This is an optimization exercise on Yosys and OpenROAD, whose aim is a short achievable clock period and few clock cycles, not a production implementation. No activity file was given, so power comes from the tool's default toggle rates.

## main
Design cpu, start of the top module:
module cpu (
    input clk,
    input rst,
    output logic [31:0] i_addr,
    input  logic [31:0] i_rdata,
    output logic        i_read,
    input  logic        i_resp,
    output logic [31:0] d_addr,
    input  logic [31:0] d_rdata,
    output logic [31:0] d_wdata,
    output logic [3:0]  d_byte_enable,
    output logic        d_read,
    output logic        d_write,
    input  logic        d_resp
);
localparam int BI = 4;             
localparam int BN = 1 << BI;       
localparam int BT = 30 - BI;       
logic [31:0] pc;
logic          btb_v   [BN];
logic [BT-1:0] btb_tag [BN];
logic [29:0]   btb_tgt [BN];
logic        ifid_v;
logic [31:0] ifid_ir;
logic [31:0] ifid_pc;
logic        ifid_pt;              
logic [29:0] ifid_ptgt;            
logic        idex_v;
logic [31:0] idex_a, idex_b, idex_sd, idex_alt, idex_tgt, idex_jd0, idex_jd1;
logic [29:0] idex_pc;
logic [4:0]  idex_rd;
logic        idex_ld, idex_st, idex_br, idex_jal, idex_jalr, idex_pred, idex_pt;
logic [2:0]  idex_f3;
logic        idex_t_eq, idex_t_ne, idex_t_lt, idex_t_ge, idex_t_ltu, idex_t_geu;
logic        idex_sub, idex_s_sum, idex_s_sh, idex_s_xor, idex_s_or, idex_s_and,
             idex_s_slt, idex_s_sltu, idex_s_link, idex_sh_r, idex_sh_a;
logic [31:0] exmem_res;
logic [31:0] exmem_wdata;
logic [3:0]  exmem_be;
logic [4:0]  exmem_rd;
logic        exmem_ld, exmem_st;
logic [2:0]  exmem_f3;
logic          bw_en, bw_set;
logic [BI-1:0] bw_idx;
logic [BT-1:0] bw_tag;
logic [29:0]   bw_tgt;
logic [31:0] memwb_res;
logic [4:0]  memwb_rd;
logic [31:0] res, ld_data;
logic [31:0] rf [1:31];
logic freeze;      
logic stall_lu;    
logic ex_redir, id_redir;
logic [31:0] ex_target, id_target;
assign freeze = (exmem_ld | exmem_st) & ~d_resp;
  ...
clock: 9.0 ns
lec_check: 0
abc_clock_period_in_ps: 2500
cap_margin: 20
core_margin: 2
core_utilization: 40
gpl_timing_driven: 1
place_density: 0.6
slew_margin: 20
tns_end_percent: 100
standard.sh (not shown) runs the stock make flow with config.mk's settings and CLKGATE_MAP_FILE= SYNTH_SCRIPT=/design/flow/synth_recipe.tcl, a recipe that flattens the netlist after the stock synthesis.
==> flow/flow/run.sh <==
#!/bin/bash
set -o pipefail
cp standard.sh standard.sh.txt
export SETUP_SLACK_MARGIN=6
bash standard.sh > standard.log 2>&1
## Diff of input files: the feature branch against main
- putting SETUP_SLACK_MARGIN at 5 where nothing was set
==> flow/run.sh (new file) <==
#!/bin/bash
# synth_recipe.tcl (not shown) runs the flow's synth.tcl, then flattens the netlist and writes it again
# the make line also repeats each setting of config.mk as NAME=value (left out here)
make -C /OpenROAD-flow-scripts/flow DESIGN_CONFIG=/design/flow/config.mk WORK_HOME=/design/flow/orfs CLKGATE_MAP_FILE= SYNTH_SCRIPT=/design/flow/synth_recipe.tcl finish
removed: flow/flow/run.sh
removed: flow/standard.sh
==> comparison <==
[the feature branch vs main] largest incremental delay on the critical path: lower in the feature branch
The feature branch drops fewer vias than main.
Final worst slack (the feature branch over main): decrease, 49 ps
Sum of internal, switching and leakage power for the feature branch is lower than for main.
| synthesis-to-finish area growth | the feature branch vs main | 7.5 points lower |
Portion of the clock cycle consumed by the worst path in the final layout: the feature branch vs main up 0.54 points
The core utilization of the finished layout of the feature branch is lower than that of main.
No functional check of the RTL was part of any run of this note.

---

Another version of the RTL of cpu (not shown whole).
Size in the first run: ~6,700 cells after synthesis, about 170 I/O pins.
==> flow/config.mk <==
export PLATFORM = sky130hd
export DESIGN_NAME = cpu
export DESIGN_NICKNAME = cpu
export VERILOG_FILES = /design/flow/design.v
export SDC_FILE = /design/flow/constraint.sdc
export NUM_CORES = 4
export LEC_CHECK = 0
export ABC_CLOCK_PERIOD_IN_PS = 2500
export CAP_MARGIN = 20
export CORE_MARGIN = 2
export CORE_UTILIZATION = 40
export GPL_TIMING_DRIVEN = 1
export PLACE_DENSITY = 0.6
export SETUP_SLACK_MARGIN = 5
export SLEW_MARGIN = 20
export TNS_END_PERCENT = 100
==> flow/constraint.sdc <==
create_clock -name core_clock -period 9.0 [get_ports {clk}]
set_input_delay 1.8000 -clock core_clock [delete_from_list [all_inputs] [get_ports {clk}]]
set_output_delay 1.8000 -clock core_clock [all_outputs]
set_load 0.01 [all_outputs]
run.sh (not shown) runs the stock make flow with config.mk's settings and CLKGATE_MAP_FILE= SYNTH_SCRIPT=/design/flow/synth_recipe.tcl, a recipe that flattens the netlist after the stock synthesis.
Stock flow here: none of the scripts above is used.
Edit:
- ABC_CLOCK_PERIOD_IN_PS: 2500 -> not set
- GPL_TIMING_DRIVEN: 1 -> not set
- SETUP_SLACK_MARGIN: 5 -> not set
- TNS_END_PERCENT: 100 -> not set
Result: The changed run went through all stages and came out clean. Final area goes down by a few percent. Count of clock-buffer cells in the layout fell by 2. Die area stays the same. Combinational power falls by about a fifth. Non-clock buffer count shrinks by 295. Routed wire length fell by a few percent. Synthesized cell count is unchanged. Hold slack improved by 0.0094 ns. Synthesized area is unchanged. Utilization falls by 2.8 points.
Function was not checked in any run of this note: the RTL went through the layout flow alone.

-- re-timing with driven ports --
The results above use ideal ports. As a check the final layouts listed here were re-extracted and re-timed, cells and wires unchanged. Step 1 (the two cells are an assumption about what drives the block):
set clk [get_ports {clk}]
set_driving_cell -lib_cell sky130_fd_sc_hd__clkbuf_16 $clk
set_driving_cell -lib_cell sky130_fd_sc_hd__buf_2 [delete_from_list [all_inputs] $clk]
Step 2, shift: input delay + t, output delay - t, t = (earliest + latest rising clock arrival at the registers) / 2. This alone moves slack from input paths to output paths. a / b / c = ideal / step 1 / step 2; a / b = the first two.
run | t (ns) | setup slack, ns | worst register clock-pin slew, ns | worst data-port slew with drivers (ns)
main | 0.984 | 4.802 / 4.802 / 4.500 | 0.07 / 0.07 | 0.21
the feature branch | 0.995 | 4.753 / 4.753 / 3.982 | 0.07 / 0.07 | 0.22
the first run of note 2 | 0.931 | 4.181 / 4.181 / 3.427 | 0.07 / 0.07 | 0.06
the second run of note 2 | 0.903 | 1.917 / 1.917 / 1.917 | 0.07 / 0.07 | 0.10
After both steps setup and hold are still met in every run listed. The setup slack of the feature branch, which loses most, moves by 0.000 ns with the drivers and by -0.771 ns with both steps.
